Background: an optimization exercise with open tools, aiming at small area. Do not read the settings as production practice. Only simulation tests tie the RTL to the original design; equivalence was not proved. No activity file was given, so power comes from the tool's default toggle rates.

## flow/design.v (module list and top-level ports; edited modules follow where they fit)
// module DinoSprite: 193 lines
// module ObstacleSprite: 66 lines
// module GroundSprite: 232 lines
// module DigitSprite: 55 lines
// module TRexTop: 241 lines
module TRexTop(
    input  wire       clk,
    input  wire       btnR,
    input  wire       duckButton,
    input  wire       jumpButton,
    input  wire       restart,
    output wire       Hsync,
    output wire       Vsync,
    output wire [2:0] vgaRed,
    output wire [2:0] vgaGreen,
    output wire [1:0] vgaBlue,
    output wire       led,
    output wire       run,
    output wire       dead);
  // ...
==> flow/flow/run.sh <==
#!/bin/bash
# Own layout flow: the standard ORFS flow, with one change in synthesis:
# the combinational logic is mapped by ABC with an area-oriented script
# (flow/abc.script: &deepsyn, then repeated choice computation and area-
# recovering mapping) instead of ORFS's delay-oriented abc_speed script.
# Everything else (the yosys passes, flip-flop mapping, flattening and
# renaming, floorplan, placement, CTS, routing) is the standard flow.
set -euo pipefail
W=$(pwd)
LOG=$W/own_flow.log
{
  echo "own flow: $(date)"
  # ORFS's synth.tcl with the ABC script argument replaced
  python3 - "$FLOW_HOME/scripts/synth.tcl" "$W/own_synth_orfs.tcl" <<'PY'
import sys
s = open(sys.argv[1]).read()
old = "  log_cmd abc {*}$abc_args\n"
assert s.count(old) == 1, "synth.tcl abc call not found"
new = ("  set abc_args [lreplace $abc_args 1 1 $::env(OWN_ABC_SCRIPT)]\n"
       "  log_cmd abc {*}$abc_args\n")
open(sys.argv[2], "w").write(s.replace(old, new))
PY
  # The standard flow's synthesis script, sourcing the patched synth.tcl
  grep -q 'source $::env(SCRIPTS_DIR)/synth.tcl' synth_recipe.tcl
  sed 's#source $::env(SCRIPTS_DIR)/synth.tcl#source '"$W"'/own_synth_orfs.tcl#' synth_recipe.tcl > own_synth.tcl
  # The standard layout command, with our synthesis script
  grep -q 'SYNTH_SCRIPT=' standard.sh
  sed 's#SYNTH_SCRIPT=[^ ]*#SYNTH_SCRIPT='"$W"'/own_synth.tcl#' standard.sh > own_standard.sh
  cat own_synth.tcl own_standard.sh
} > "$LOG" 2>&1
export OWN_ABC_SCRIPT=$W/flow/abc.script
bash own_standard.sh finish > "$W/own_make.log" 2>&1
echo "own flow done: $(date)" >> "$LOG"
==> flow/flow/abc.script <==
strash
&get -n
&deepsyn -T 180
&put
strash
&get -n
&fraig -x
&put
scorr
dc2
dretime
strash
&get -n
&dch -f
&nf -R 1000 -p
&put
strash
dc2
&get -n
&dch -f
&nf -R 1000 -p
&put
strash
dc2
&get -n
&dch -f
&nf -R 1000 -p
&put
strash
dc2
&get -n
&dch -f
&nf -R 1000 -p
&put
==> flow/standard.sh <==
#!/bin/bash
# synth_recipe.tcl (not shown) runs the flow's synth.tcl, then flattens the netlist and writes it again
# the make line also repeats each setting of config.mk as NAME=value (left out here)
make -C /OpenROAD-flow-scripts/flow DESIGN_CONFIG=/design/flow/config.mk WORK_HOME=/design/flow/orfs CLKGATE_MAP_FILE= SYNTH_SCRIPT=/design/flow/synth_recipe.tcl "${@:-finish}"
==> flow/config.mk <==
export PLATFORM = sky130hd
export DESIGN_NAME = TRexTop
export DESIGN_NICKNAME = TRexTop
export VERILOG_FILES = /design/flow/design.v
export SDC_FILE = /design/flow/constraint.sdc
export NUM_CORES = 4
export LEC_CHECK = 0
export CAP_MARGIN = 10
export CORE_MARGIN = 2
export CORE_UTILIZATION = 60
export CTS_BUF_LIST = sky130_fd_sc_hd__clkbuf_8
export GPL_TIMING_DRIVEN = 0
export SLEW_MARGIN = 10
==> flow/constraint.sdc <==
create_clock -name core_clock -period 40.0 [get_ports {clk}]
set_input_delay 8.0000 -clock core_clock [delete_from_list [all_inputs] [get_ports {clk}]]
set_output_delay 8.0000 -clock core_clock [all_outputs]
set_load 0.01 [all_outputs]
==> out/metrics.cfg, run 1 <==
[outcome]
status = complete, no violations

[finish]
num-clock-buffers = 9
fin_nets = 1481
final_area_mm2 = 0.0101
layout_commonest_cell = nor2_1
largest-register = oz
num-fill-cells = 1397

[clocking]
cts_setup_buffers = 0
cts_max_level = 3
cts_resized = 0
cts_tree = yes

[global_routing]
antenna_found_initial = 0
met2_usage_pct = 60.0
grt_pass1_wl_um = 51000

[die]
die_x_um = 129

[routing]
met3RoutedLength_um = 3530
wire_per_inst_um = 19.6
via_per_inst = 6.94

[power_and_ir_drop]
seqPwrFrac_pct = 44.7
p_int_uw = 135
clock_power_share_pct = 31.4
power_leader = registers

[job]
drv_cap = 0

[placed_design]
portBuffers = 17

[timing]
whs_ns = 0.447
setup_violations = 0
period_share_pct = 27.9

[yosys]
synth-xor-area-share_pct = 5.75
synth-edff-count = 0
synth-compound-area-share_pct = 28.3
synthMuxAreaShare_pct = 0.450
synth_seq_cells = 93
async_reset_ff_share_pct = 0

[critical_path]
cp.arrival_ns = 11.49

==> run 2, diff against run 1 <==
--- a/flow/config.mk
+++ b/flow/config.mk
@@ -8,6 +8,5 @@
 export CAP_MARGIN = 10
 export CORE_MARGIN = 2
 export CORE_UTILIZATION = 60
-export CTS_BUF_LIST = sky130_fd_sc_hd__clkbuf_8
 export GPL_TIMING_DRIVEN = 0
 export SLEW_MARGIN = 10
==> run 2 against run 1 <==
Critical endpoint unchanged. Still clean on timing, DRC and antenna. Critical path type unchanged. Synthesized area unchanged. Largest power group unchanged. Clock skew is 0.0048 ns lower. Cell area grew 1.0%. Utilization rose by 0.66 points. Register-to-register slack is essentially flat.
==> out/metrics.cfg, run 2 <==
[yosys]
yosys.area_share.adder_pct = 9.86  ; unchanged
synthTopCellsByArea = dfxtp_1 20%, ha_1 9.0%, a21oi_1 7.2%  ; unchanged
synth-edff-count = 0  ; unchanged
synthMuxAreaShare_pct = 0.450  ; unchanged
synth-xor-area-share_pct = 5.75  ; unchanged
synthSimpleGateAreaFrac_pct = 32.9  ; unchanged
syn_inst = 1375  ; unchanged
syn-cell-area_mm2 = 0.00945  ; unchanged
yosys_warnings = 1  ; unchanged
async_reset_ff_share_pct = 0  ; unchanged
synth_top_area_share_pct = 19.7  ; unchanged
synth_seq_cells = 93  ; unchanged
ys.flop_type = dfxtp_1  ; unchanged
ys_seq_area_share_pct = 19.7  ; unchanged
synth_fp_nets = 1452  ; unchanged
ys_types = 60  ; unchanged
yosysTopAreaCell = dfxtp_1  ; unchanged
synthTopCellsByCount = 174 x nor2_1, 167 x nand2_1, 136 x a21oi_1, 93 x dfxtp_1, 86 x o21ai_0  ; unchanged
synth_top_family_by_area = simple AND/OR/NAND/NOR gates  ; unchanged
synth.most_common_cell = nor2_1  ; unchanged
synth-compound-area-share_pct = 28.3  ; unchanged
syn_area_per_cell_um2 = 6.87  ; unchanged

[clocking]
cts_sinks = 93  ; unchanged
numCtsBuffers = 9  ; unchanged
cts_hold_buf = 0  ; unchanged
cts_resized = 0  ; unchanged
cts_tree = yes  ; unchanged
path_clk_slew_ns = 0.08  ; was 0.11 ns
clockBufferDepth = 2  ; unchanged
cts_max_level = 3  ; unchanged
clockRootBuffer = clkbuf_16  ; was clkbuf_8
clk_latency_ns = 0.36  ; was 0.40 ns
cts_setup_buffers = 0  ; unchanged

[routing]
drt-total-wl_um = 32100  ; was 31800 um
first_iter_violations = 1948  ; was 1954
wire_per_inst_um = 19.8  ; was 19.6 um
drc = 0  ; unchanged
via_per_inst = 6.97  ; was 6.94
ant_nets = 0  ; unchanged
first_pass_iters = 8  ; unchanged
dr_total_vias = 11295  ; was 11247

[placed_design]
hpwl_um = 23700  ; unchanged
portBuffers = 17  ; unchanged
place_congestion = 1.12  ; unchanged
pre_cts_ws_ns = 28.68  ; unchanged
numPlacedInstances = 1604  ; unchanged

[timing]
rsz0062_at_grt = false  ; unchanged
layout_min_cycle_time_ns = 11.26  ; was 11.17 ns
finalHoldViolCount = 0  ; unchanged
skew_ns = 0.0103  ; was 0.0152 ns
setup_violations = 0  ; unchanged
worst_slack_ns = 28.74  ; was 28.83 ns
fmax_mhz = 88.8  ; was 89.5 MHz
max_slew.worst_pin.slew_ns = 1.18  ; was 1.22 ns
relSlewSlack_pct = 20.5  ; was 18.5%
period_share_pct = 28.1  ; was 27.9%
maxSlewViolCount = 0  ; unchanged
fin_setup_tns_ns = 0  ; unchanged

[die]
coreArea_mm2 = 0.0153  ; unchanged
die_y_um = 129  ; unchanged
boundaryPins = 18  ; unchanged
rows = 45  ; unchanged
die_area_mm2 = 0.0168  ; unchanged
start_util_pct = 61.7  ; unchanged
die_x_um = 129  ; unchanged

[finish]
top_regs = oz (12), gq (11)  ; unchanged
diodes = 0  ; unchanged
layout_commonest_cell = nor2_1  ; unchanged
fin_nets = 1481  ; unchanged
most-common-layout-cells = 174 x nor2_1, 167 x nand2_1, 136 x a21oi_1  ; unchanged
drive_gt1_share_pct = 2.06  ; unchanged
area_growth_pct = 8.28  ; was 7.21%
largest-register = oz  ; unchanged
num-fill-cells = 1380  ; was 1397
largest_reg_flops = 12  ; unchanged
final_cell_count_no_fill = 1620  ; unchanged

[global_routing]
antenna_found_initial = 0  ; unchanged
met2_usage_pct = 59.8  ; was 60.0%
grt_start_max_net_pins = 39  ; unchanged
top_usage_layer = met2  ; unchanged
overflow = 0  ; unchanged
grt_pass1_vias = 10182  ; was 10105
grt_pass1_wl_um = 51400  ; was 51000 um
use_met1_pct = 50.2  ; was 49.5%
met3_usage_pct = 6.81  ; was 7.39%
grt_usage_pct = 37.9  ; was 37.8%

[critical_path]
cp_data_required_time_ns = 40.27  ; was 40.31 ns
criticalPathCategory = in -> reg  ; unchanged
cp.arrival_ns = 11.52  ; was 11.49 ns
critPathMaxFanout = 38  ; unchanged
critPathLaunchType = input pin  ; unchanged
crit_path_end_kind = register  ; unchanged

[min_path]
min_path_type = reg -> reg  ; unchanged

[job]
drv_cap = 0  ; unchanged

[power_and_ir_drop]
power_uw = 236  ; was 213 uW
powerDensity_mw_per_mm2 = 23.1  ; was 21.0 mW/mm2
ir_drop_uv = 20.4  ; was 25.5 uV
leakagePower_nw = 3.67  ; was 3.63 nW

[outcome]
status = complete, no violations  ; unchanged

## run 2: changes by cell type in the layout (fill, tap and decap cells not counted)
cell / previous run / this run
clkbuf_8: 9 / 0
clkbuf_16: 0 / 9
## run 2: cells by family after synthesis
family,Yosys count
simple gates,651
flops,93
fa+ha+maj,72
mux,4
xor+xnor,62
buf+inv,69
compound gates,424
## run 2: layer usage
| layer | up-vias | part of all wire [%] |
|---|---|---|
| li1 | 5180 | - |
| met1 | 5080 | 40 |
| met2 | 837 | 43 |
| met3 | 198 | 12 |
| met4 | 0 | 5.5 |
| met5 | - | 0 |
## run 2: report_power, final
group | total [mW] | switching [mW] | internal (mW)
Combinational | 0.0514 | 0.0355 | 0.0159
Clock | 0.0894 | 0.0444 | 0.0449
Sequential | 0.0953 | 0.00164 | 0.0936
Total | 0.236 | 0.0816 | 0.154
## run 2: final cells by class
type | count | area, um2 | share of cell area [%]
multi-input cells | 1213 | 7320 | 71.5
flip-flops and latches | 93 | 1860 | 18.2
well taps | 211 | 264 | 2.58
inverters | 61 | 229 | 2.24
clock buffers | 9 | 225 | 2.20
repair buffers | 18 | 185 | 1.81
clock inverters | 7 | 86.3 | 0.844
plain buffers | 8 | 60.1 | 0.587
## run 2: final timing paths
kind / slack (ns) / end / from / depth (start not counted)
setup / recovery: 28.74 / pix / btnR / 16
hold / removal: 0.44 / ds1 / ds0 / 1
setup reg to reg: 32.86 / pix / jp[0] / 26
hold reg to reg: 0.44 / ds1 / ds0 / 1
## run 2: critical path, cell delays in order
cell and delay (ns):
buf_2 0.20, buf_12 0.21, nor2b_1 0.25, and2_0 0.63, o22ai_1 0.19, a221oi_1 0.33, nand4_1 0.18, o21ai_0 0.11
nand4_1 0.14, a21oi_1 0.17, o32ai_1 0.15, nand2_1 0.23, nand4_1 0.15, a21oi_1 0.16, o211ai_1 0.15, a21oi_1 0.24
## run 2: stage by stage
stage	util [%]	hold slack, ns	cell area (um2)
5_1_grt	66.8	0.473	10200
2_1_floorplan	-	0.405	9450
4_1_cts	66.7	0.443	10200
3_3_place_gp	64.5	0.414	9880
3_5_place_dp	64.7	0.425	9900
6_report	66.8	0.438	10200
==> module DinoSprite, before the edit <==
module DinoSprite(input wire [5:0] ps, input wire kv, input wire [6:0] k, input wire [9:0] hc,
                  output wire g, output wire w);
  wire gr, wr;
  wire [9:0] cx = hc - 10'd194;    
  wire cv = (cx[9:7] == 3'd0);
  wire [6:0] cd = cx[6:0];
  wire cd_ge1 = (cd[6] | (cd[5] | (cd[4] | (cd[3] | (cd[2] | (cd[1] | cd[0]))))));
  wire cd_ge106 = (cd[6] & (cd[5] & (cd[4] | (cd[3] & (cd[2] | cd[1])))));
  wire cd_ge110 = (cd[6] & (cd[5] & (cd[4] | (cd[3] & (cd[2] & cd[1])))));
  wire cd_ge114 = (cd[6] & (cd[5] & (cd[4] & (cd[3] | (cd[2] | cd[1])))));
  wire cd_ge12 = (cd[6] | (cd[5] | (cd[4] | (cd[3] & cd[2]))));
  wire cd_ge13 = (cd[6] | (cd[5] | (cd[4] | (cd[3] & (cd[2] & (cd[1] | cd[0]))))));
  wire cd_ge16 = (cd[6] | (cd[5] | cd[4]));
  wire cd_ge17 = (cd[6] | (cd[5] | (cd[4] & (cd[3] | (cd[2] | (cd[1] | cd[0]))))));
  wire cd_ge18 = (cd[6] | (cd[5] | (cd[4] & (cd[3] | (cd[2] | cd[1])))));
  wire cd_ge20 = (cd[6] | (cd[5] | (cd[4] & (cd[3] | cd[2]))));
  wire cd_ge21 = (cd[6] | (cd[5] | (cd[4] & (cd[3] | (cd[2] & (cd[1] | cd[0]))))));
  wire cd_ge22 = (cd[6] | (cd[5] | (cd[4] & (cd[3] | (cd[2] & cd[1])))));
  wire cd_ge24 = (cd[6] | (cd[5] | (cd[4] & cd[3])));
  wire cd_ge25 = (cd[6] | (cd[5] | (cd[4] & (cd[3] & (cd[2] | (cd[1] | cd[0]))))));
  wire cd_ge27 = (cd[6] | (cd[5] | (cd[4] & (cd[3] & (cd[2] | (cd[1] & cd[0]))))));
  wire cd_ge28 = (cd[6] | (cd[5] | (cd[4] & (cd[3] & cd[2]))));
  wire cd_ge29 = (cd[6] | (cd[5] | (cd[4] & (cd[3] & (cd[2] & (cd[1] | cd[0]))))));
  wire cd_ge30 = (cd[6] | (cd[5] | (cd[4] & (cd[3] & (cd[2] & cd[1])))));
  wire cd_ge32 = (cd[6] | cd[5]);
  wire cd_ge33 = (cd[6] | (cd[5] & (cd[4] | (cd[3] | (cd[2] | (cd[1] | cd[0]))))));
  wire cd_ge34 = (cd[6] | (cd[5] & (cd[4] | (cd[3] | (cd[2] | cd[1])))));
  wire cd_ge35 = (cd[6] | (cd[5] & (cd[4] | (cd[3] | (cd[2] | (cd[1] & cd[0]))))));
  wire cd_ge36 = (cd[6] | (cd[5] & (cd[4] | (cd[3] | cd[2]))));
  wire cd_ge37 = (cd[6] | (cd[5] & (cd[4] | (cd[3] | (cd[2] & (cd[1] | cd[0]))))));
  wire cd_ge38 = (cd[6] | (cd[5] & (cd[4] | (cd[3] | (cd[2] & cd[1])))));
  wire cd_ge39 = (cd[6] | (cd[5] & (cd[4] | (cd[3] | (cd[2] & (cd[1] & cd[0]))))));
  wire cd_ge4 = (cd[6] | (cd[5] | (cd[4] | (cd[3] | cd[2]))));
  wire cd_ge41 = (cd[6] | (cd[5] & (cd[4] | (cd[3] & (cd[2] | (cd[1] | cd[0]))))));
  wire cd_ge42 = (cd[6] | (cd[5] & (cd[4] | (cd[3] & (cd[2] | cd[1])))));
  wire cd_ge45 = (cd[6] | (cd[5] & (cd[4] | (cd[3] & (cd[2] & (cd[1] | cd[0]))))));
  wire cd_ge46 = (cd[6] | (cd[5] & (cd[4] | (cd[3] & (cd[2] & cd[1])))));
  wire cd_ge47 = (cd[6] | (cd[5] & (cd[4] | (cd[3] & (cd[2] & (cd[1] & cd[0]))))));
  wire cd_ge48 = (cd[6] | (cd[5] & cd[4]));
  wire cd_ge49 = (cd[6] | (cd[5] & (cd[4] & (cd[3] | (cd[2] | (cd[1] | cd[0]))))));
  wire cd_ge5 = (cd[6] | (cd[5] | (cd[4] | (cd[3] | (cd[2] & (cd[1] | cd[0]))))));
  wire cd_ge50 = (cd[6] | (cd[5] & (cd[4] & (cd[3] | (cd[2] | cd[1])))));
  wire cd_ge51 = (cd[6] | (cd[5] & (cd[4] & (cd[3] | (cd[2] | (cd[1] & cd[0]))))));
  wire cd_ge52 = (cd[6] | (cd[5] & (cd[4] & (cd[3] | cd[2]))));
  wire cd_ge54 = (cd[6] | (cd[5] & (cd[4] & (cd[3] | (cd[2] & cd[1])))));
  wire cd_ge55 = (cd[6] | (cd[5] & (cd[4] & (cd[3] | (cd[2] & (cd[1] & cd[0]))))));
  wire cd_ge56 = (cd[6] | (cd[5] & (cd[4] & cd[3])));
  wire cd_ge57 = (cd[6] | (cd[5] & (cd[4] & (cd[3] & (cd[2] | (cd[1] | cd[0]))))));
  wire cd_ge58 = (cd[6] | (cd[5] & (cd[4] & (cd[3] & (cd[2] | cd[1])))));
  wire cd_ge60 = (cd[6] | (cd[5] & (cd[4] & (cd[3] & cd[2]))));
  wire cd_ge61 = (cd[6] | (cd[5] & (cd[4] & (cd[3] & (cd[2] & (cd[1] | cd[0]))))));
  wire cd_ge63 = (cd[6] | (cd[5] & (cd[4] & (cd[3] & (cd[2] & (cd[1] & cd[0]))))));
  wire cd_ge64 = cd[6];
  wire cd_ge65 = (cd[6] & (cd[5] | (cd[4] | (cd[3] | (cd[2] | (cd[1] | cd[0]))))));
  wire cd_ge66 = (cd[6] & (cd[5] | (cd[4] | (cd[3] | (cd[2] | cd[1])))));
  wire cd_ge68 = (cd[6] & (cd[5] | (cd[4] | (cd[3] | cd[2]))));
  wire cd_ge69 = (cd[6] & (cd[5] | (cd[4] | (cd[3] | (cd[2] & (cd[1] | cd[0]))))));
  wire cd_ge70 = (cd[6] & (cd[5] | (cd[4] | (cd[3] | (cd[2] & cd[1])))));
  wire cd_ge75 = (cd[6] & (cd[5] | (cd[4] | (cd[3] & (cd[2] | (cd[1] & cd[0]))))));
  wire cd_ge76 = (cd[6] & (cd[5] | (cd[4] | (cd[3] & cd[2]))));
  wire cd_ge79 = (cd[6] & (cd[5] | (cd[4] | (cd[3] & (cd[2] & (cd[1] & cd[0]))))));
  wire cd_ge8 = (cd[6] | (cd[5] | (cd[4] | cd[3])));
  wire cd_ge80 = (cd[6] & (cd[5] | cd[4]));
  wire cd_ge82 = (cd[6] & (cd[5] | (cd[4] & (cd[3] | (cd[2] | cd[1])))));
  wire cd_ge84 = (cd[6] & (cd[5] | (cd[4] & (cd[3] | cd[2]))));
  wire cd_ge87 = (cd[6] & (cd[5] | (cd[4] & (cd[3] | (cd[2] & (cd[1] & cd[0]))))));
  wire cd_ge9 = (cd[6] | (cd[5] | (cd[4] | (cd[3] & (cd[2] | (cd[1] | cd[0]))))));
  wire cd_ge94 = (cd[6] & (cd[5] | (cd[4] & (cd[3] & (cd[2] & cd[1])))));
  wire k_ge1 = (k[6] | (k[5] | (k[4] | (k[3] | (k[2] | (k[1] | k[0]))))));
  wire k_ge10 = (k[6] | (k[5] | (k[4] | (k[3] & (k[2] | k[1])))));
  wire k_ge12 = (k[6] | (k[5] | (k[4] | (k[3] & k[2]))));
  wire k_ge14 = (k[6] | (k[5] | (k[4] | (k[3] & (k[2] & k[1])))));
  wire k_ge16 = (k[6] | (k[5] | k[4]));
  wire k_ge18 = (k[6] | (k[5] | (k[4] & (k[3] | (k[2] | k[1])))));
  wire k_ge20 = (k[6] | (k[5] | (k[4] & (k[3] | k[2]))));
  wire k_ge22 = (k[6] | (k[5] | (k[4] & (k[3] | (k[2] & k[1])))));
  wire k_ge24 = (k[6] | (k[5] | (k[4] & k[3])));
  wire k_ge28 = (k[6] | (k[5] | (k[4] & (k[3] & k[2]))));
  wire k_ge32 = (k[6] | k[5]);
  wire k_ge34 = (k[6] | (k[5] & (k[4] | (k[3] | (k[2] | k[1])))));
  wire k_ge36 = (k[6] | (k[5] & (k[4] | (k[3] | k[2]))));
  wire k_ge4 = (k[6] | (k[5] | (k[4] | (k[3] | k[2]))));
  wire k_ge40 = (k[6] | (k[5] & (k[4] | k[3])));
  wire k_ge44 = (k[6] | (k[5] & (k[4] | (k[3] & k[2]))));
  wire k_ge48 = (k[6] | (k[5] & k[4]));
  wire k_ge50 = (k[6] | (k[5] & (k[4] & (k[3] | (k[2] | k[1])))));
  wire k_ge52 = (k[6] | (k[5] & (k[4] & (k[3] | k[2]))));
  wire k_ge54 = (k[6] | (k[5] & (k[4] & (k[3] | (k[2] & k[1])))));
  wire k_ge56 = (k[6] | (k[5] & (k[4] & k[3])));
  wire k_ge60 = (k[6] | (k[5] & (k[4] & (k[3] & k[2]))));
  wire k_ge61 = (k[6] | (k[5] & (k[4] & (k[3] & (k[2] & (k[1] | k[0]))))));
  wire k_ge64 = k[6];
  wire k_ge68 = (k[6] & (k[5] | (k[4] | (k[3] | k[2]))));
  wire k_ge70 = (k[6] & (k[5] | (k[4] | (k[3] | (k[2] & k[1])))));
  wire k_ge76 = (k[6] & (k[5] | (k[4] | (k[3] & k[2]))));
  wire k_ge78 = (k[6] & (k[5] | (k[4] | (k[3] & (k[2] & k[1])))));
  wire k_ge8 = (k[6] | (k[5] | (k[4] | k[3])));
  wire k_ge80 = (k[6] & (k[5] | k[4]));
  wire k_ge82 = (k[6] & (k[5] | (k[4] & (k[3] | (k[2] | k[1])))));
  wire k_ge84 = (k[6] & (k[5] | (k[4] & (k[3] | k[2]))));
  wire k_ge86 = (k[6] & (k[5] | (k[4] & (k[3] | (k[2] & k[1])))));
  wire k_ge90 = (k[6] & (k[5] | (k[4] & (k[3] & (k[2] | k[1])))));
  assign gr =
      (ps[2] | ps[3] | ps[4]) & k_ge4 & ~k_ge48 & cd_ge25 & ~cd_ge28
    | (ps[2] | ps[3] | ps[4]) & k_ge4 & ~k_ge8 & cd_ge25 & ~cd_ge32
    | ps[0] & k_ge4 & ~k_ge8 & cd_ge27 & ~cd_ge34
    | ps[0] & k_ge4 & ~k_ge20 & cd_ge27 & ~cd_ge30
    | ps[5] & k_ge4 & ~k_ge52 & cd_ge39 & ~cd_ge42
    | ps[5] & k_ge4 & ~k_ge8 & cd_ge39 & ~cd_ge46
    | (ps[1] | ps[2] | ps[3]) & k_ge4 & ~k_ge86 & cd_ge45 & ~cd_ge48
    | (ps[1] | ps[2] | ps[3]) & k_ge4 & ~k_ge8 & cd_ge45 & ~cd_ge52
    | (ps[2] | ps[3] | ps[4]) & k_ge12 & ~k_ge48 & cd_ge25 & ~cd_ge32
    | (ps[0] | ps[5]) & k_ge12 & ~k_ge16 & cd_ge27 & ~cd_ge34
    | ps[1] & k_ge12 & ~k_ge16 & cd_ge29 & ~cd_ge36
    | ps[5] & k_ge12 & ~k_ge52 & cd_ge39 & ~cd_ge46
    | (ps[0] | ps[5]) & k_ge14 & ~k_ge52 & cd_ge63 & ~cd_ge66
    | (ps[0] | ps[5]) & k_ge14 & ~k_ge18 & cd_ge63 & ~cd_ge70
    | (ps[1] | ps[2] | ps[3] | ps[4]) & k_ge16 & ~k_ge48 & cd_ge25 & ~cd_ge32
    | k_ge16 & ~k_ge20 & cd_ge27 & ~cd_ge30
    | ps[0] & k_ge16 & ~k_ge48 & cd_ge29 & ~cd_ge38
    | (ps[2] | ps[3] | ps[4]) & k_ge16 & ~k_ge52 & cd_ge29 & ~cd_ge36
    | ps[5] & k_ge16 & ~k_ge52 & cd_ge39 & ~cd_ge50
    | (ps[1] | ps[2] | ps[3]) & k_ge16 & ~k_ge60 & cd_ge41 & ~cd_ge48
    | ps[4] & k_ge16 & ~k_ge20 & cd_ge45 & ~cd_ge54
    | ps[0] & k_ge16 & ~k_ge20 & cd_ge47 & ~cd_ge56
    | (ps[1] | ps[2] | ps[3] | ps[4]) & k_ge20 & ~k_ge44 & cd_ge21 & ~cd_ge48
    | (ps[0] | ps[5]) & k_ge20 & ~k_ge48 & cd_ge29 & ~cd_ge52
    | (ps[1] | ps[2] | ps[3] | ps[4]) & k_ge20 & ~k_ge56 & cd_ge35 & ~cd_ge48
    | (ps[0] | ps[5]) & k_ge22 & ~k_ge48 & cd_ge29 & ~cd_ge70
    | (ps[1] | ps[2] | ps[3] | ps[4]) & k_ge24 & ~k_ge44 & cd_ge17 & ~cd_ge52
    | k_ge24 & ~k_ge48 & cd_ge25 & ~cd_ge52
    | (ps[1] | ps[2] | ps[3] | ps[4]) & k_ge24 & ~k_ge86 & cd_ge45 & ~cd_ge52
    | (ps[0] | ps[5]) & k_ge24 & ~k_ge28 & cd_ge79 & ~cd_ge106
    | (ps[1] | ps[2] | ps[3] | ps[4]) & k_ge28 & ~k_ge44 & cd_ge13 & ~cd_ge56
    | (ps[0] | ps[5]) & k_ge28 & ~k_ge44 & cd_ge21 & ~cd_ge94
    | (ps[0] | ps[5]) & k_ge28 & ~k_ge50 & cd_ge75 & ~cd_ge82
    | (ps[1] | ps[2] | ps[3] | ps[4]) & k_ge32 & ~k_ge48 & cd_ge9 & ~cd_ge16
    | k_ge32 & ~k_ge44 & cd_ge17 & ~cd_ge56
    | (ps[0] | ps[5]) & k_ge32 & ~k_ge50 & cd_ge87 & ~cd_ge114
    | (ps[1] | ps[2] | ps[3] | ps[4]) & k_ge34 & ~k_ge60 & cd_ge41 & ~cd_ge60
    | (ps[1] | ps[3] | ps[4]) & k_ge34 & ~k_ge80 & cd_ge45 & ~cd_ge60
    | (ps[1] | ps[2] | ps[3] | ps[4]) & k_ge36 & ~k_ge60 & cd_ge5 & ~cd_ge8
    | (ps[1] | ps[2] | ps[3] | ps[4]) & k_ge36 & ~k_ge52 & cd_ge5 & ~cd_ge12
    | k_ge36 & ~k_ge44 & cd_ge13 & ~cd_ge60
    | (ps[0] | ps[5]) & k_ge40 & ~k_ge48 & cd_ge9 & ~cd_ge82
    | k_ge44 & ~k_ge56 & cd_ge5 & ~cd_ge8
    | (ps[0] | ps[5]) & k_ge44 & ~k_ge52 & cd_ge5 & ~cd_ge16
    | k_ge44 & ~k_ge48 & cd_ge65 & ~cd_ge68
    | (ps[1] | ps[2] | ps[3] | ps[4]) & k_ge48 & ~k_ge52 & cd_ge29 & ~cd_ge68
    | k_ge48 & ~k_ge52 & cd_ge33 & ~cd_ge66
    | (ps[0] | ps[5]) & k_ge48 & ~k_ge54 & cd_ge79 & ~cd_ge110
    | (ps[1] | ps[2] | ps[3] | ps[4]) & k_ge60 & ~k_ge64 & cd_ge45 & ~cd_ge76
    | (ps[1] | ps[2] | ps[3] | ps[4]) & k_ge60 & ~k_ge76 & cd_ge45 & ~cd_ge64
    | ps[2] & k_ge64 & ~k_ge86 & cd_ge61 & ~cd_ge84
    | (ps[1] | ps[3] | ps[4]) & k_ge68 & ~k_ge86 & cd_ge57 & ~cd_ge84
    | ps[2] & k_ge78 & ~k_ge82 & cd_ge55 & ~cd_ge58
    | (ps[1] | ps[2] | ps[3] | ps[4]) & k_ge84 & ~k_ge90 & cd_ge49 & ~cd_ge80;
  assign wr =
      (ps[0] | ps[5]) & ~k_ge32 & ~cd_ge12
    | (ps[0] | ps[5]) & ~k_ge36 & ~cd_ge8
    | (ps[0] | ps[5]) & ~k_ge40 & ~cd_ge4
    | (ps[0] | ps[5]) & ~k_ge24 & ~cd_ge18
    | (ps[0] | ps[5]) & ~k_ge14 & ~cd_ge22
    | (ps[0] | ps[5]) & ~k_ge28 & ~cd_ge16
    | ~k_ge28 & ~cd_ge12
    | ~k_ge32 & ~cd_ge8
    | ~k_ge24 & ~cd_ge16
    | ps[1] & ~k_ge12 & ~cd_ge24
    | ~k_ge36 & ~cd_ge4
    | (ps[1] | ps[2] | ps[3] | ps[4]) & ~k_ge16 & ~cd_ge20
    | ps[1] & ~k_ge8
    | (ps[1] | ps[5]) & ~k_ge8 & ~cd_ge34
    | (ps[1] | ps[2] | ps[3] | ps[4]) & ~k_ge12 & cd_ge37
    | (ps[2] | ps[3] | ps[4]) & ~k_ge16 & cd_ge37
    | (ps[0] | ps[1] | ps[2] | ps[3] | ps[4]) & ~k_ge16 & cd_ge39 & ~cd_ge46
    | (ps[0] | ps[1] | ps[2] | ps[3] | ps[4]) & ~k_ge12 & cd_ge39 & ~cd_ge58
    | ~k_ge10 & cd_ge51
    | (ps[1] | ps[2] | ps[3] | ps[4] | ps[5]) & ~k_ge16 & cd_ge51 & ~cd_ge58
    | (ps[1] | ps[2] | ps[3] | ps[4] | ps[5]) & ~k_ge18 & cd_ge55 & ~cd_ge58
    | (ps[2] | ps[3] | ps[4]) & k_ge8 & ~k_ge12 & cd_ge33
    | k_ge8 & ~k_ge12 & cd_ge47 & ~cd_ge58
    | (ps[0] | ps[5]) & k_ge18 & ~k_ge24 & ~cd_ge22
    | (ps[1] | ps[2] | ps[3] | ps[4]) & k_ge52 & cd_ge13 & ~cd_ge24
    | (ps[0] | ps[5]) & k_ge52 & ~k_ge60 & cd_ge21 & ~cd_ge28
    | (ps[0] | ps[5]) & k_ge56 & ~k_ge60 & cd_ge13
    | k_ge56 & ~k_ge60 & cd_ge13 & ~cd_ge30
    | (ps[1] | ps[2] | ps[3] | ps[4]) & k_ge60 & ~cd_ge4
    | (ps[1] | ps[2] | ps[3] | ps[4]) & k_ge60 & cd_ge13 & ~cd_ge36
    | k_ge64;
  wire hb = cd_ge1 & ((ps[0] | ps[5]) ? (~cd_ge69 & k_ge1 & ~k_ge61) : (~cd_ge39 & k_ge1 & ~k_ge70));
  assign g = kv & cv & gr;
  assign w = kv & cv & hb & ~gr & ~wr;
endmodule
==> module TRexTop, before the edit <==
module TRexTop(
    input  wire       clk,
    input  wire       btnR,
    input  wire       duckButton,
    input  wire       jumpButton,
    input  wire       restart,
    output wire       Hsync,
    output wire       Vsync,
    output wire [2:0] vgaRed,
    output wire [2:0] vgaGreen,
    output wire [1:0] vgaBlue,
    output wire       led,
    output wire       run,
    output wire       dead);
   wire rst = btnR;
   reg [9:0] hc;    
   reg [9:0] vc;    
   wire hend = (hc == 10'd799);
   always @(posedge clk) begin
      if (rst) begin
         hc <= 10'd0;
         vc <= 10'd0;
      end else if (hend) begin
         hc <= 10'd0;
         vc <= (vc == 10'd520) ? 10'd0 : vc + 10'd1;
      end else
         hc <= hc + 10'd1;
   end
   assign Hsync = (hc >= 10'd96);
   assign Vsync = (vc >= 10'd2);
   reg [2:0] q;
   reg [1:0] m3;
   always @(posedge clk) begin
      if (rst) begin
         q  <= 3'd0;
         m3 <= 2'd0;
      end else begin
         if (hend) q <= q + 3'd1;
         m3 <= (m3 == 2'd2) ? 2'd0 : m3 + 2'd1;
      end
   end
   wire anim      = q[0];                                   
   wire released  = q[2];                                   
   wire lo31      = (hc[4:0] == 5'd31);
   wire scoreTick = lo31 & ~(q[0] ^ hc[5]);                  
   wire [1:0] fph = q[1:0] + hc[6:5];
   wire frameTick = lo31 & (fph == 2'd1);                    
   wire moveTick  = (hc[1:0] == 2'd1) & (m3 == 2'd2);        
   reg js0, js1, jump; reg [5:0] jcnt;
   reg ds0, ds1, duck; reg [5:0] dcnt;
   always @(posedge clk) begin
      if (rst) begin
         js0 <= 1'b0; js1 <= 1'b0; ds0 <= 1'b0; ds1 <= 1'b0;
      end else begin
         js0 <= jumpButton; js1 <= js0;
         ds0 <= duckButton; ds1 <= ds0;
      end
   end
   wire jz = (jcnt[4:0] == 5'd0);
   wire dz = (dcnt[4:0] == 5'd0);
   always @(posedge clk) begin
      if (rst) begin
         jcnt <= 6'd0; jump <= 1'b0;
      end else if (js1 == jump)
         jcnt <= 6'd0;
      else begin
         jcnt <= {jcnt[4:0], jcnt[5] ^ jcnt[4] ^ jz};
         if (jcnt[5] & jz) jump <= ~jump;
      end
   end
   always @(posedge clk) begin
      if (rst) begin
         dcnt <= 6'd0; duck <= 1'b0;
      end else if (ds1 == duck)
         dcnt <= 6'd0;
      else begin
         dcnt <= {dcnt[4:0], dcnt[5] ^ dcnt[4] ^ dz};
         if (dcnt[5] & dz) duck <= ~duck;
      end
   end
   reg [1:0] st;      
   reg collided;
   always @(posedge clk) begin
      if (rst)
         st <= 2'b00;
      else case (st)
         2'b00: if (jump) st <= 2'b10;
         2'b10: if (collided) st <= 2'b01;
         2'b01: if (restart) st <= 2'b00;
         default: st <= 2'b00;
      endcase
   end
   assign run  = st[1];
   assign dead = st[0];
   assign led  = collided;
   reg [5:0] jp;
   wire onGround = (jp == 6'd0) | (jp == 6'd37) | (jp == 6'd38);    
   always @(posedge clk) begin
      if (rst)
         jp <= 6'd0;
      else if (frameTick) begin
         case (st)
            2'b00: if (jp != 6'd0) jp <= 6'd38;
            2'b10: if (jp == 6'd0) begin
                      if (jump) jp <= 6'd1;
                   end else if (jp >= 6'd37)
                      jp <= 6'd0;
                   else
                      jp <= jp + 6'd1;
            default: ;
         endcase
      end
   end
   wire [8:0] dy =
      ({9{jp == 6'd0}} & 9'd391) |
      ({9{jp == 6'd1}} & 9'd374) |
      ({9{jp == 6'd2}} & 9'd357) |
      ({9{jp == 6'd3}} & 9'd341) |
      ({9{jp == 6'd4}} & 9'd326) |
      ({9{jp == 6'd5}} & 9'd312) |
      ({9{jp == 6'd6}} & 9'd299) |
      ({9{jp == 6'd7}} & 9'd287) |
      ({9{jp == 6'd8}} & 9'd276) |
      ({9{jp == 6'd9}} & 9'd266) |
      ({9{jp == 6'd10}} & 9'd257) |
      ({9{jp == 6'd11}} & 9'd249) |
      ({9{jp == 6'd12}} & 9'd242) |
      ({9{jp == 6'd13}} & 9'd236) |
      ({9{jp == 6'd14}} & 9'd231) |
      ({9{jp == 6'd15}} & 9'd227) |
      ({9{jp == 6'd16}} & 9'd224) |
      ({9{jp == 6'd17}} & 9'd222) |
      ({9{jp == 6'd18}} & 9'd221) |
      ({9{jp == 6'd19}} & 9'd221) |
      ({9{jp == 6'd20}} & 9'd222) |
      ({9{jp == 6'd21}} & 9'd224) |
      ({9{jp == 6'd22}} & 9'd227) |
      ({9{jp == 6'd23}} & 9'd231) |
      ({9{jp == 6'd24}} & 9'd236) |
      ({9{jp == 6'd25}} & 9'd242) |
      ({9{jp == 6'd26}} & 9'd249) |
      ({9{jp == 6'd27}} & 9'd257) |
      ({9{jp == 6'd28}} & 9'd266) |
      ({9{jp == 6'd29}} & 9'd276) |
      ({9{jp == 6'd30}} & 9'd287) |
      ({9{jp == 6'd31}} & 9'd299) |
      ({9{jp == 6'd32}} & 9'd312) |
      ({9{jp == 6'd33}} & 9'd326) |
      ({9{jp == 6'd34}} & 9'd341) |
      ({9{jp == 6'd35}} & 9'd357) |
      ({9{jp == 6'd36}} & 9'd374) |
      ({9{jp == 6'd37}} & 9'd392) |
      ({9{jp == 6'd38}} & 9'd391);
   wire runPose = ~rst & (st == 2'b10) & onGround;
   wire [5:0] pose;
   assign pose[0] = rst | (runPose & ~anim & duck);
   assign pose[1] = runPose & anim & ~duck;
   assign pose[2] = ~rst & (st == 2'b01);
   assign pose[3] = ~rst & ~(st == 2'b01) & ~runPose;
   assign pose[4] = runPose & ~anim & ~duck;
   assign pose[5] = runPose & anim & duck;
   wire [9:0] kd = {1'b0, dy} - vc;
   wire dkv = (kd[9:7] == 3'b000);
   wire dino_g, dino_w;
   DinoSprite dino(.ps(pose), .kv(dkv), .k(kd[6:0]), .hc(hc), .g(dino_g), .w(dino_w));
   reg [11:0] oz;
   wire ozInRange = (oz >= 12'd145) && (oz <= 12'd784);    
   always @(posedge clk) begin
      if (rst)
         oz <= 12'd824;
      else if (moveTick) begin
         case (st)
            2'b00: oz <= 12'd824;
            2'b10: if (ozInRange || released) oz <= (oz == 12'd144) ? 12'd2191 : oz - 12'd1;
                   else oz <= 12'd784;
            default: ;
         endcase
      end
   end
   wire [10:0] oc = {1'b0, hc} - {1'b0, oz[9:0]};
   wire ocv = (oz[11:10] == 2'b00) & (oc[10:6] == 5'd0) & (oc[5:0] != 6'd0);
   wire obs_g, obs_w0;
   ObstacleSprite obs(.cv(ocv), .c(oc[5:0]), .vc(vc), .g(obs_g), .w(obs_w0));
   wire obs_w = obs_w0 & (hc <= 10'd178);    
   reg        gh;
   reg [10:0] gq;
   always @(posedge clk) begin
      if (rst) begin
         gh <= 1'b1; gq <= 11'd1056;
      end else if (moveTick) begin
         case (st)
            2'b10: if (gq == 11'd1199) begin gq <= 11'd0; gh <= ~gh; end
                   else gq <= gq + 11'd1;
            2'b01: ;
            default: begin gh <= 1'b1; gq <= 11'd1056; end
         endcase
      end
   end
   wire [11:0] gs = {2'b00, hc} + {1'b0, gq};
   wire gwrap = (gs >= 12'd1200);
   wire [10:0] gu = gwrap ? (gs[10:0] - 11'd1200) : gs[10:0];
   wire gnd_g;
   GroundSprite gnd(.u(gu), .h(gh ^ gwrap), .vc(vc), .g(gnd_g));
   reg [3:0] n1, n2, n3, n4;    
   always @(posedge clk) begin
      if (rst) begin
         n1 <= 4'd0; n2 <= 4'd0; n3 <= 4'd0; n4 <= 4'd0;
      end else if (scoreTick & st[1]) begin
         if (n4 == 4'd9) begin
            n4 <= 4'd0;
            if (n3 == 4'd9) begin
               n3 <= 4'd0;
               if (n2 == 4'd9) begin
                  n2 <= 4'd0;
                  n1 <= (n1 == 4'd9) ? 4'd0 : n1 + 4'd1;
               end else n2 <= n2 + 4'd1;
            end else n3 <= n3 + 4'd1;
         end else n4 <= n4 + 4'd1;
      end
   end
   wire [9:0] du = hc - 10'd645;
   wire r1 = (hc >= 10'd675), r2 = (hc >= 10'd705), r3 = (hc >= 10'd735);
   wire [6:0] dcg = du[6:0] - (r3 ? 7'd90 : r2 ? 7'd60 : r1 ? 7'd30 : 7'd0);
   wire [3:0] dsel = r3 ? n4 : r2 ? n3 : r1 ? n2 : n1;
   wire dval = (hc >= 10'd645) & (hc <= 10'd754) & (dcg <= 7'd19) & (vc >= 10'd62) & (vc <= 10'd82);
   wire num_g0;
   DigitSprite num(.d(dsel), .cg(dcg[4:0]), .vc(vc), .g(num_g0));
   wire num_g = dval & num_g0;
   wire inScreen = (hc >= 10'd145) & (hc <= 10'd784) & (vc >= 10'd32) & (vc <= 10'd511);
   wire grey  = dino_g | obs_g | gnd_g | num_g;
   wire white = dino_w | obs_w;
   reg pix;
   always @(posedge clk) begin
      pix <= inScreen & (white | ~grey);
      if (rst) collided <= 1'b0;
      else     collided <= dino_g & obs_g;
   end
   assign vgaRed   = {3{pix}};
   assign vgaGreen = {3{pix}};
   assign vgaBlue  = {2{pix}};
endmodule
==> run 3, diff against run 2 <==
--- a/flow/design.v
+++ b/flow/design.v
@@ -2,7 +2,7 @@
                   output wire g, output wire w);
   wire gr, wr;
   wire [9:0] cx = hc - 10'd194;    
-  wire cv = (cx[9:7] == 3'd0);
+  wire cv = (cx[9:7] == 3'd0) & (cx[6:3] != 4'b1111);    
   wire [6:0] cd = cx[6:0];
   wire cd_ge1 = (cd[6] | (cd[5] | (cd[4] | (cd[3] | (cd[2] | (cd[1] | cd[0]))))));
   wire cd_ge106 = (cd[6] & (cd[5] & (cd[4] | (cd[3] & (cd[2] | cd[1])))));
@@ -706,25 +706,29 @@
    assign pose[4] = runPose & ~anim & ~duck;
    assign pose[5] = runPose & anim & duck;
    wire [9:0] kd = {1'b0, dy} - vc;
-   wire dkv = (kd[9:7] == 3'b000);
+   wire dkv = (kd[9:7] == 3'b000) & ~(kd[6] & kd[5]);    
    wire dino_g, dino_w;
    DinoSprite dino(.ps(pose), .kv(dkv), .k(kd[6:0]), .hc(hc), .g(dino_g), .w(dino_w));
-   reg [11:0] oz;
-   wire ozInRange = (oz >= 12'd145) && (oz <= 12'd784);    
+   reg [9:0] oz;
+   wire ozInRange = (oz >= 10'd145) && (oz <= 10'd784);    
+   wire ozWrapped = (oz[9:5] == 5'b11111);
    always @(posedge clk) begin
       if (rst)
-         oz <= 12'd824;
+         oz <= 10'd824;
       else if (moveTick) begin
          case (st)
-            2'b00: oz <= 12'd824;
-            2'b10: if (ozInRange || released) oz <= (oz == 12'd144) ? 12'd2191 : oz - 12'd1;
-                   else oz <= 12'd784;
+            2'b00: oz <= 10'd824;
+            2'b10: if (ozInRange || released) begin
+                      if (oz == 10'd144) oz <= 10'd1023;
+                      else if (!ozWrapped) oz <= oz - 10'd1;
+                   end else
+                      oz <= 10'd784;
             default: ;
          endcase
       end
    end
-   wire [10:0] oc = {1'b0, hc} - {1'b0, oz[9:0]};
-   wire ocv = (oz[11:10] == 2'b00) & (oc[10:6] == 5'd0) & (oc[5:0] != 6'd0);
+   wire [10:0] oc = {1'b0, hc} - {1'b0, oz};
+   wire ocv = (oc[10:6] == 5'd0) & (oc[5:0] != 6'd0);
    wire obs_g, obs_w0;
    ObstacleSprite obs(.cv(ocv), .c(oc[5:0]), .vc(vc), .g(obs_g), .w(obs_w0));
    wire obs_w = obs_w0 & (hc <= 10'd178);    
--- a/flow/flow/abc.script
+++ b/flow/flow/abc.script
@@ -1,6 +1,6 @@
 strash
 &get -n
-&deepsyn -T 180
+&deepsyn -T 300
 &put
 strash
 &get -n
--- a/flow/config.mk
+++ b/flow/config.mk
@@ -8,5 +8,6 @@
 export CAP_MARGIN = 10
 export CORE_MARGIN = 2
 export CORE_UTILIZATION = 60
+export CTS_BUF_LIST = sky130_fd_sc_hd__clkbuf_8
 export GPL_TIMING_DRIVEN = 0
 export SLEW_MARGIN = 10
==> run 3 against run 2 <==
Still clean. Setup slack got worse by 2.8 ns. Clock-buffer cell count increased by 1. Worst hold slack got worse by 0.0029 ns. Combinational power is 52% higher. Clock skew up 0.0065 ns. Clock power down 28%. Synthesized area about the same. Critical path depth rose by 6. Largest cell class unchanged.
==> out/metrics.cfg, run 3 <==
[global_routing]
grt_usage_pct = 38.3  ; was 37.9%
grt_start_max_net_pins = 42  ; was 39
grt_pass1_wl_um = 52000  ; was 51400 um
antenna_found_initial = 0  ; unchanged
overflow = 0  ; unchanged
grt_pass1_vias = 10318  ; was 10182

[yosys]
synth_top_area_share_pct = 19.3  ; was 19.7%
synth.most_common_cell = nor2_1  ; unchanged
ys_types = 61  ; was 60
yosys.area_share.adder_pct = 9.85  ; was 9.86%
synthMuxAreaShare_pct = 0.543  ; was 0.450%
synthSimpleGateAreaFrac_pct = 31.0  ; was 32.9%
async_reset_ff_share_pct = 0  ; unchanged
synth-xor-area-share_pct = 6.58  ; was 5.75%
synthTopCellsByArea = dfxtp_1 19%, ha_1 9.0%, a21oi_1 7.2%  ; was dfxtp_1 20%, ha_1 9.0%, a21oi_1 7.2%
synth_seq_cells = 91  ; was 93
syn-cell-area_mm2 = 0.00945  ; about the same
yosys_warnings = 1  ; unchanged
ys.flop_type = dfxtp_1  ; unchanged
synth-edff-count = 0  ; unchanged
yosysTopAreaCell = dfxtp_1  ; unchanged
synthTopCellsByCount = 178 x nor2_1, 143 x nand2_1, 135 x a21oi_1, 100 x o21ai_0, 91 x dfxtp_1  ; was 174 x nor2_1, 167 x nand2_1, 136 x a21oi_1, 93 x dfxtp_1, 86 x o21ai_0
ys_seq_area_share_pct = 19.3  ; was 19.7%
synth_top_family_by_area = simple AND/OR/NAND/NOR gates  ; unchanged
syn_inst = 1368  ; was 1375
synth-compound-area-share_pct = 29.7  ; was 28.3%
synth_fp_nets = 1445  ; was 1452
syn_area_per_cell_um2 = 6.91  ; was 6.87 um2

[routing]
first_iter_violations = 2418  ; was 1948
ant_nets = 0  ; unchanged
dr_total_vias = 11439  ; was 11295
drt-total-wl_um = 32200  ; was 32100 um
first_pass_iters = 8  ; unchanged
drc = 0  ; unchanged
wire_per_inst_um = 20.0  ; was 19.8 um
via_per_inst = 7.08  ; was 6.97

[clocking]
cts_hold_buf = 0  ; unchanged
path_clk_slew_ns = 0.11  ; was 0.08 ns
cts_sinks = 91  ; was 93
clockRootBuffer = clkbuf_8  ; was clkbuf_16
cts_tree = yes  ; unchanged
numCtsBuffers = 9  ; unchanged
clk_latency_ns = 0.39  ; was 0.36 ns
clockBufferDepth = 2  ; unchanged
cts_setup_buffers = 0  ; unchanged
cts_resized = 0  ; unchanged
cts_max_level = 3  ; unchanged

[placed_design]
hpwl_um = 24000  ; was 23700 um
place_congestion = 1.08  ; was 1.12
portBuffers = 17  ; unchanged

[power_and_ir_drop]
powerDensity_mw_per_mm2 = 23.4  ; was 23.1 mW/mm2
p_int_uw = 143  ; was 154 uW
leakagePower_nw = 3.51  ; was 3.67 nW
clock_power_share_pct = 27.2  ; was 37.9%
seqPwrFrac_pct = 39.9  ; was 40.4%
combPwrFrac_pct = 32.9  ; was 21.8%
swShare_pct = 39.6  ; was 34.6%
ir_drop_uv = 20.8  ; was 20.4 uV
switchingPower_uw = 94.0  ; was 81.6 uW

[critical_path]
reg2reg_slack_ns = 31.81  ; was 32.86 ns
crit_start = btnR  ; unchanged
critPathMaxFanout = 41  ; was 38
endpoint = pix  ; unchanged
r2r-end = pix  ; unchanged
r2r_start = jp[0]  ; unchanged
cp.arrival_ns = 14.29  ; was 11.52 ns
critPathLaunchType = input pin  ; unchanged
cp_data_required_time_ns = 40.20  ; was 40.27 ns
reg2regPathDepth = 26  ; unchanged
criticalPathCategory = in -> reg  ; unchanged
crit_path_end_kind = register  ; unchanged

[timing]
maxSlewViolCount = 0  ; unchanged
rsz0062_at_grt = false  ; unchanged
period_share_pct = 35.2  ; was 28.1%
layout_min_cycle_time_ns = 14.09  ; was 11.26 ns
fmax_mhz = 71.0  ; was 88.8 MHz
skew_ns = 0.0169  ; was 0.0103 ns
whs_ns = 0.435  ; was 0.438 ns
finalHoldViolCount = 0  ; unchanged
setup_violations = 0  ; unchanged
max_slew.worst_pin.slew_ns = 1.28  ; was 1.18 ns
fin_setup_tns_ns = 0  ; unchanged
relSlewSlack_pct = 12.2  ; was 20.5%

[finish]
area_growth_pct = 7.19  ; was 8.28%
largest-register = gq  ; was oz
largest_reg_flops = 11  ; was 12
most-common-layout-cells = 178 x nor2_1, 143 x nand2_1, 135 x a21oi_1  ; was 174 x nor2_1, 167 x nand2_1, 136 x a21oi_1
layout_commonest_cell = nor2_1  ; unchanged
diodes = 0  ; unchanged
drive_gt1_share_pct = 2.21  ; was 2.06%
fin_nets = 1477  ; was 1481

[die]
start_util_pct = 61.7  ; about the same
boundaryPins = 18  ; unchanged
die_y_um = 129  ; about the same
coreArea_mm2 = 0.0153  ; unchanged
die_area_mm2 = 0.0168  ; about the same
rows = 45  ; unchanged
die_x_um = 129  ; about the same

[job]
drv_cap = 0  ; unchanged

[min_path]
min_path_type = reg -> reg  ; unchanged

[outcome]
status = complete, no violations  ; unchanged

## run 3: through the flow
step	instance area, um2	std cells	setup WS, ns	utilization, %	power [mW]
2_1_floorplan	9450	1368	28.67	-	0.150
3_3_place_gp	9880	1596	24.31	64.5	0.170
3_5_place_dp	9930	1599	25.95	64.8	0.170
4_1_cts	10100	1615	26.32	66.1	0.233
5_1_grt	10100	1616	25.65	66.1	0.246
6_report	10100	1616	25.91	66.1	0.237
## run 3: layout make-up
cell class,count,area [um2]
inverters,60,225
clock inverters,6,53.8
well taps,211,264
repair buffers,21,209
flip-flops and latches,91,1820
clock buffers,10,138
fillers,1389,5190
multi-input cells,1209,7350
plain buffers,8,60.1
## run 3: how the worst min path moves through the flow
stage,from,endpoint,slack [ns],cells after the start
global route,js0,js1,0.44,1
floorplan,m3[0],m3[0],0.41,1
global placement,m3[0],m3[0],0.41,1
CTS,m3[0],m3[0],0.44,1
finish,m3[0],m3[0],0.43,1
detailed placement,m3[0],m3[0],0.42,1
## run 3: power by group through the flow
| stage | logic, mW | registers [mW] | clock network (mW) |
|---|---|---|---|
| 5_1_grt | 0.0836 | 0.0948 | 0.0678 |
| 2_1_floorplan | 0.0539 | 0.0959 | 0 |
| 3_3_place_gp | 0.0740 | 0.0965 | 0 |
| 4_1_cts | 0.0741 | 0.0946 | 0.0644 |
| 3_5_place_dp | 0.0737 | 0.0967 | 0 |
| 6_report | 0.0782 | 0.0946 | 0.0645 |
## run 3: cell families after synthesis
kind of cell / count (synthesis)
AOI/OAI and AO/OA: 447
xor gates and xnor gates: 71
adders and majority gates: 72
buffers and inverters: 68
DFF: 91
muxes: 5
and+or+nand+nor: 614
## run 3: critical path, stage by stage
cell,delay [ns]
buf_2,0.23
buf_12,0.27
nand2b_1,0.50
nor3_1,0.22
a21oi_1,0.85
a2111oi_0,0.37
a21oi_1,0.26
nor2_1,0.08
o32ai_1,0.41
o311a_1,0.25
a21oi_1,0.07
nor4_1,0.26
nand3b_1,0.20
nand3_1,0.21
nand3_1,0.23
a31oi_1,0.21
o31ai_1,0.10
nor4_1,0.30
o31ai_1,0.11
nor2_1,0.29
nor3_1,0.10
a2111oi_0,0.73
## run 3: routing by layer
metal	vias up	routed length [um]	share of wire (%)	global-route usage [%]
li1	5211	-	-	-
met1	5141	12700	39	51.1
met2	889	13700	43	59.4
met3	198	4270	13	10.2
met4	0	1570	4.9	14.6
met5	-	0	0	0
==> run 4, diff against run 3 <==
--- a/flow/design.v
+++ b/flow/design.v
@@ -768,11 +768,11 @@
          end else n4 <= n4 + 4'd1;
       end
    end
-   wire [9:0] du = hc - 10'd645;
    wire r1 = (hc >= 10'd675), r2 = (hc >= 10'd705), r3 = (hc >= 10'd735);
-   wire [6:0] dcg = du[6:0] - (r3 ? 7'd90 : r2 ? 7'd60 : r1 ? 7'd30 : 7'd0);
+   wire [1:0] di = r3 ? 2'd3 : r2 ? 2'd2 : r1 ? 2'd1 : 2'd0;
+   wire [4:0] dcg = hc[4:0] + 5'd27 + {3'b000, di, 1'b0};
    wire [3:0] dsel = r3 ? n4 : r2 ? n3 : r1 ? n2 : n1;
-   wire dval = (hc >= 10'd645) & (hc <= 10'd754) & (dcg <= 7'd19) & (vc >= 10'd62) & (vc <= 10'd82);
+   wire dval = (hc >= 10'd645) & (hc <= 10'd754) & (dcg <= 5'd19) & (vc >= 10'd62) & (vc <= 10'd82);
    wire num_g0;
    DigitSprite num(.d(dsel), .cg(dcg[4:0]), .vc(vc), .g(num_g0));
    wire num_g = dval & num_g0;
==> flow/flow/run.sh (replaced) <==
#!/bin/bash
# Own layout flow: the standard ORFS flow, with two changes in synthesis:
# adders are not extracted into half/full adder cells but left to ABC, and
# instead of one ABC run with ORFS's delay-oriented abc_speed script, the
# combinational logic is mapped by four ABC runs in parallel, each with the
# area-oriented flow/abc.script (&deepsyn with its own seed, then repeated
# choice computation and area-recovering mapping), and the smallest result is
# kept (flow/own_abc.tcl). Everything else (the yosys passes before and after
# ABC, flip-flop mapping, flattening and renaming, floorplan, placement, CTS,
# routing) is the standard flow.
set -euo pipefail
W=$(pwd)
LOG=$W/own_flow.log
{
  echo "own flow: $(date)"
  # ORFS's synth.tcl with the ABC call replaced by own_abc
  python3 - "$FLOW_HOME/scripts/synth.tcl" "$W/own_synth_orfs.tcl" <<'PY'
import sys
s = open(sys.argv[1]).read()
old = "  log_cmd abc {*}$abc_args\n"
assert s.count(old) == 1, "synth.tcl abc call not found"
new = ("  set abc_args [lreplace $abc_args 1 1 $::env(OWN_ABC_SCRIPT)]\n"
       "  source $::env(OWN_ABC_TCL)\n"
       "  own_abc $abc_args\n")
s = s.replace(old, new)
# no separate half/full adder cells: the adders go to ABC with the rest
a = s.index("# Technology mapping of adders")
b = s.index("# Technology mapping of latches")
s = s[:a] + "# (adder extraction left out: adders are mapped by ABC)\n\n" + s[b:]
open(sys.argv[2], "w").write(s)
PY
  # The standard flow's synthesis script, sourcing the patched synth.tcl
  grep -q 'source $::env(SCRIPTS_DIR)/synth.tcl' synth_recipe.tcl
  sed 's#source $::env(SCRIPTS_DIR)/synth.tcl#source '"$W"'/own_synth_orfs.tcl#' synth_recipe.tcl > own_synth.tcl
  # The standard layout command, with our synthesis script
  grep -q 'SYNTH_SCRIPT=' standard.sh
  sed 's#SYNTH_SCRIPT=[^ ]*#SYNTH_SCRIPT='"$W"'/own_synth.tcl#' standard.sh > own_standard.sh
  cat own_synth.tcl own_standard.sh
} > "$LOG" 2>&1
export OWN_WORK=$W
export OWN_ABC_N=4
export OWN_ABC_TCL=$W/flow/own_abc.tcl
export OWN_ABC_SCRIPT=$W/flow/abc.script
bash own_standard.sh finish > "$W/own_make.log" 2>&1
grep -h "own_abc" orfs/logs/*/*/*/1_2_yosys.log >> "$LOG" 2>&1 || true
echo "own flow done: $(date)" >> "$LOG"
--- a/flow/flow/abc.script
+++ b/flow/flow/abc.script
@@ -1,6 +1,6 @@
 strash
 &get -n
-&deepsyn -T 300
+&deepsyn -T 900
 &put
 strash
 &get -n
==> flow/flow/own_abc.tcl (new file) <==
# own_abc: runs ABC on the design several times in parallel, each with its own
# &deepsyn seed, and keeps the smallest result.
proc own_abc {abc_args} {
  set d $::env(OWN_WORK)/abc_par
  file mkdir $d
  yosys write_rtlil $d/pre.il
  set n $::env(OWN_ABC_N)
  set rest [lrange $abc_args 2 end]
  set f [open $::env(OWN_ABC_SCRIPT) r]; set s [read $f]; close $f
  for {set i 1} {$i <= $n} {incr i} {
    set g [open $d/abc_$i.script w]
    puts -nonewline $g [string map [list "&deepsyn" "&deepsyn -S $i"] $s]
    close $g
    set g [open $d/run_$i.ys w]
    puts $g "read_rtlil $d/pre.il"
    puts $g "abc -script $d/abc_$i.script $rest"
    puts $g "tee -o $d/stat_$i.txt stat $::lib_args"
    puts $g "write_rtlil $d/post_$i.il"
    close $g
  }
  set sh "for i in \$(seq 1 $n); do yosys -s $d/run_\$i.ys > $d/log_\$i.txt 2>&1 & done; wait"
  exec sh -c $sh
  set best 0
  set bestarea 0
  for {set i 1} {$i <= $n} {incr i} {
    if {![file exists $d/post_$i.il] || ![file exists $d/stat_$i.txt]} { continue }
    set g [open $d/stat_$i.txt r]; set t [read $g]; close $g
    if {[regexp {Chip area for (?:top )?module '[^']*': ([0-9.]+)} $t -> a]} {
      puts "own_abc: run $i area $a"
      if {$best == 0 || $a < $bestarea} { set best $i; set bestarea $a }
    }
  }
  if {$best == 0} { error "own_abc: no ABC run finished" }
  puts "own_abc: keeping run $best (area $bestarea)"
  yosys design -reset
  yosys read_rtlil $d/post_$best.il
}
==> run 4 against run 3 <==
Worst hold slack improved by 0.0098 ns. Global-route usage fell by 0.76 points. Clock-buffer cell count down 1. Non-clock buffer count did not move. Sequential power is 1% lower. Combinational power shrank 75%. First-iteration DRC count down 34%. Routed wire length shrank 14%. Setup slack improved by 2.5 ns. Register-to-register slack got worse by 0.88 ns. Clock skew up 0.0087 ns. Fmax up 22%. Critical endpoint unchanged. Highest routed layer unchanged.
==> out/metrics.cfg, run 4 <==
[routing]
via_per_inst = 6.94  ; was 7.08
drc = 0  ; unchanged
wire_per_inst_um = 19.3  ; was 20.0 um
first_iter_violations = 1584  ; was 2418
dr_total_vias = 9925  ; was 11439
first_pass_iters = 9  ; was 8
drt-total-wl_um = 27600  ; was 32200 um
ant_nets = 0  ; unchanged

[yosys]
synthTopCellsByCount = 168 x nor2_1, 146 x nand2_1, 136 x a21oi_1, 97 x o21ai_0, 91 x dfxtp_1  ; was 178 x nor2_1, 143 x nand2_1, 135 x a21oi_1, 100 x o21ai_0, 91 x dfxtp_1
syn-cell-area_mm2 = 0.00809  ; was 0.00945 mm2
async_reset_ff_share_pct = 0  ; unchanged
synth_seq_cells = 91  ; unchanged
ys_seq_area_share_pct = 22.5  ; was 19.3%
synthTopCellsByArea = dfxtp_1 23%, a21oi_1 8.4%, nor2_1 7.8%  ; was dfxtp_1 19%, ha_1 9.0%, a21oi_1 7.2%
yosys_warnings = 1  ; unchanged
yosysTopAreaCell = dfxtp_1  ; unchanged
synth-edff-count = 0  ; unchanged
synth_top_area_share_pct = 22.5  ; was 19.3%
syn_inst = 1218  ; was 1368
ys.flop_type = dfxtp_1  ; unchanged
ys_types = 62  ; was 61
syn_area_per_cell_um2 = 6.64  ; was 6.91 um2
synth_fp_nets = 1223  ; was 1445
synth.most_common_cell = nor2_1  ; unchanged

[clocking]
cts_max_level = 3  ; unchanged
cts_tree = yes  ; unchanged
clockRootBuffer = clkbuf_8  ; unchanged
cts_sinks = 91  ; unchanged
clockBufferDepth = 2  ; unchanged
cts_hold_buf = 0  ; unchanged
path_clk_slew_ns = 0.12  ; was 0.11 ns
cts_setup_buffers = 0  ; unchanged
numCtsBuffers = 9  ; unchanged
clk_latency_ns = 0.41  ; was 0.39 ns
cts_resized = 0  ; unchanged

[power_and_ir_drop]
powerDensity_mw_per_mm2 = 20.7  ; was 23.4 mW/mm2
ir_drop_uv = 24.0  ; was 20.8 uV
power_uw = 181  ; was 237 uW
leakagePower_nw = 3.01  ; was 3.51 nW

[die]
boundaryPins = 18  ; unchanged
start_util_pct = 61.3  ; was 61.7%
die_area_mm2 = 0.0144  ; was 0.0168 mm2
die_y_um = 120  ; was 129 um
die_x_um = 120  ; was 129 um
coreArea_mm2 = 0.0132  ; was 0.0153 mm2
rows = 42  ; was 45

[timing]
period_share_pct = 28.9  ; was 35.2%
rsz0062_at_grt = false  ; unchanged
max_slew.worst_pin.slew_ns = 1.26  ; was 1.28 ns
worst_slack_ns = 28.43  ; was 25.91 ns
layout_min_cycle_time_ns = 11.57  ; was 14.09 ns
fin_setup_tns_ns = 0  ; unchanged
finalHoldViolCount = 0  ; unchanged
setup_violations = 0  ; unchanged
whs_ns = 0.445  ; was 0.435 ns
maxSlewViolCount = 0  ; unchanged
fmax_mhz = 86.5  ; was 71.0 MHz
skew_ns = 0.0256  ; was 0.0169 ns
relSlewSlack_pct = 16.0  ; was 12.2%

[finish]
largest-register = gq  ; unchanged
final_area_mm2 = 0.00875  ; was 0.0101 mm2
fin_nets = 1255  ; was 1477
most-common-layout-cells = 168 x nor2_1, 146 x nand2_1, 136 x a21oi_1  ; was 178 x nor2_1, 143 x nand2_1, 135 x a21oi_1
largest_reg_flops = 11  ; unchanged
layout_commonest_cell = nor2_1  ; unchanged
num-fill-cells = 1228  ; was 1389
drive_gt1_share_pct = 2.71  ; was 2.21%
diodes = 0  ; unchanged
final_cell_count_no_fill = 1431  ; was 1616
area_growth_pct = 8.19  ; was 7.19%
post-route-util_pct = 66.3  ; was 66.1%

[critical_path]
reg2reg_slack_ns = 30.93  ; was 31.81 ns
reg2regPathDepth = 27  ; was 26
r2r-end = pix  ; unchanged
r2r_start = hc[1]  ; was jp[0]
critPathLaunchType = input pin  ; unchanged
cp_data_required_time_ns = 40.34  ; was 40.20 ns
crit_path_end_kind = register  ; unchanged
cp.arrival_ns = 11.90  ; was 14.29 ns
critPathMaxFanout = 18  ; was 41
criticalPathCategory = in -> reg  ; unchanged

[min_path]
min_delay_path_depth = 1  ; unchanged
min_path_type = reg -> reg  ; unchanged
min_delay_worst_endpoint = ds1  ; was m3[0]
worstHoldStart = ds0  ; was m3[0]

[global_routing]
antenna_found_initial = 1  ; was 0
overflow = 0  ; unchanged
grt_usage_pct = 37.5  ; was 38.3%
grt_pass1_vias = 8948  ; was 10318
grt_start_max_net_pins = 41  ; was 42
grt_pass1_wl_um = 43900  ; was 52000 um

[placed_design]
place_congestion = 1.08  ; about the same
pre_cts_ws_ns = 28.19  ; was 25.95 ns
hpwl_um = 19600  ; was 24000 um
portBuffers = 17  ; unchanged
numPlacedInstances = 1415  ; was 1599
placed_cell_area_mm2 = 0.00854  ; was 0.00993 mm2

[job]
drv_cap = 0  ; unchanged

[outcome]
status = complete, no violations  ; unchanged

-- run 4: changes by cell type after synthesis, moves of 8 or more --
cell      change
and2_0        +9
o21bai_1     -10
nor2_1       -10
nand2b_1     +11
maj3_1       +12
clkinv_1     -43
ha_1         -68
nand3_1       +8
nor4_1        -9
-- run 4: worst max-delay path by stage --
stage,slack [ns],startpoint,endpoint
floorplan,29.59,btnR,pix
global route,28.18,btnR,pix
finish,28.43,btnR,pix
detailed placement,28.19,btnR,pix
CTS,28.56,btnR,pix
global placement,26.42,btnR,pix
-- run 4: power by group --
group	total, mW	internal, mW	switching, mW	leakage [nW]
registers	0.0935	0.0913	0.00216	0.736
clock network	0.0680	0.0300	0.0380	0.107
logic	0.0196	0.00630	0.0133	2.17
-- run 4: layout make-up --
class / count / area (um2) / share of cell area (%)
Multi-Input combinational cell: 1102 / 6160 / 70.4
Sequential cell: 91 / 1820 / 20.9
Tap cell: 176 / 220 / 2.52
Timing Repair Buffer: 21 / 213 / 2.43
Clock buffer: 9 / 124 / 1.42
Clock inverter: 7 / 81.3 / 0.930
Inverter: 17 / 63.8 / 0.730
Buffer: 8 / 60.1 / 0.687
-- run 4: kinds of logic after synthesis --
family | after synthesis | synth area share [%]
buffers and inverters | 25 | 1.53
muxes | 2 | 0.248
and+or+nand+nor | 624 | 37.2
AOI/OAI and AO/OA | 392 | 29.2
xor gates and xnor gates | 72 | 7.80
adders and majority gates | 12 | 1.49
DFF | 91 | 22.5
-- run 4: critical path, stage by stage --
cell and delay (ns):
buf_2 0.32, a21o_1 0.41, nand2_1 0.20, a21oi_1 0.22, o31ai_1 0.09, o21ai_0 0.09
nand3_1 0.10, o21bai_1 0.16, a22oi_1 0.10, a311oi_1 0.33, a31oi_1 0.08, a21oi_1 0.16
nand2_1 0.11, and3_1 0.18, nor3_1 0.39, o21ai_0 0.16, nor3_1 0.20, o221ai_1 0.23
o211ai_1 0.14, and3_1 0.22
-- run 4: routing by layer --
layer	track usage [%]	vias to the layer above	part of all wire, %
li1	-	4608	-
met1	47.5	4476	39
met2	57.4	668	43
met3	8.56	173	11
met4	23.9	0	6.5
met5	0	-	0

-- static timing again, ports no longer ideal --
How much do the figures lean on ideal ports? The routed layouts below were timed once more, with nothing changed but the port constraints. Step 1 sets driving cells, clkbuf_16 on the clock port and buf_2 on the other inputs (assumed; they add their load-dependent delay and slew). Step 2 adds t to the input delays and takes it off the output delays; t is the mean of the earliest and latest rising clock arrival at the registers after step 1. Input paths then give back, and output paths get back, about the clock's delay inside the block. Three values: no drivers, after step 1, after step 2; two values: the first two.
| run | t, ns | slack for setup (ns) | hold WS [ns] | clock arrival spread, ns | worst slew at a driven data input, ns |
|---|---|---|---|---|---|
| run 1 | 0.437 | 28.826 / 28.848 / 28.411 | 0.447 / 0.447 / 0.447 | 0.017 / 0.016 | 0.04 |
| run 2 | 0.402 | 28.744 / 28.771 / 28.368 | 0.438 / 0.438 / 0.438 | 0.011 / 0.011 | 0.04 |
| run 3 | 0.429 | 25.914 / 25.938 / 25.509 | 0.435 / 0.435 / 0.435 | 0.017 / 0.016 | 0.03 |
| run 4 | 0.440 | 28.433 / 28.453 / 28.013 | 0.445 / 0.445 / 0.445 | 0.026 / 0.026 | 0.03 |
After both steps every run listed still meets setup and hold. The setup slack of run 4, which loses most, moves by +0.020 ns with the drivers and by -0.420 ns with both steps.
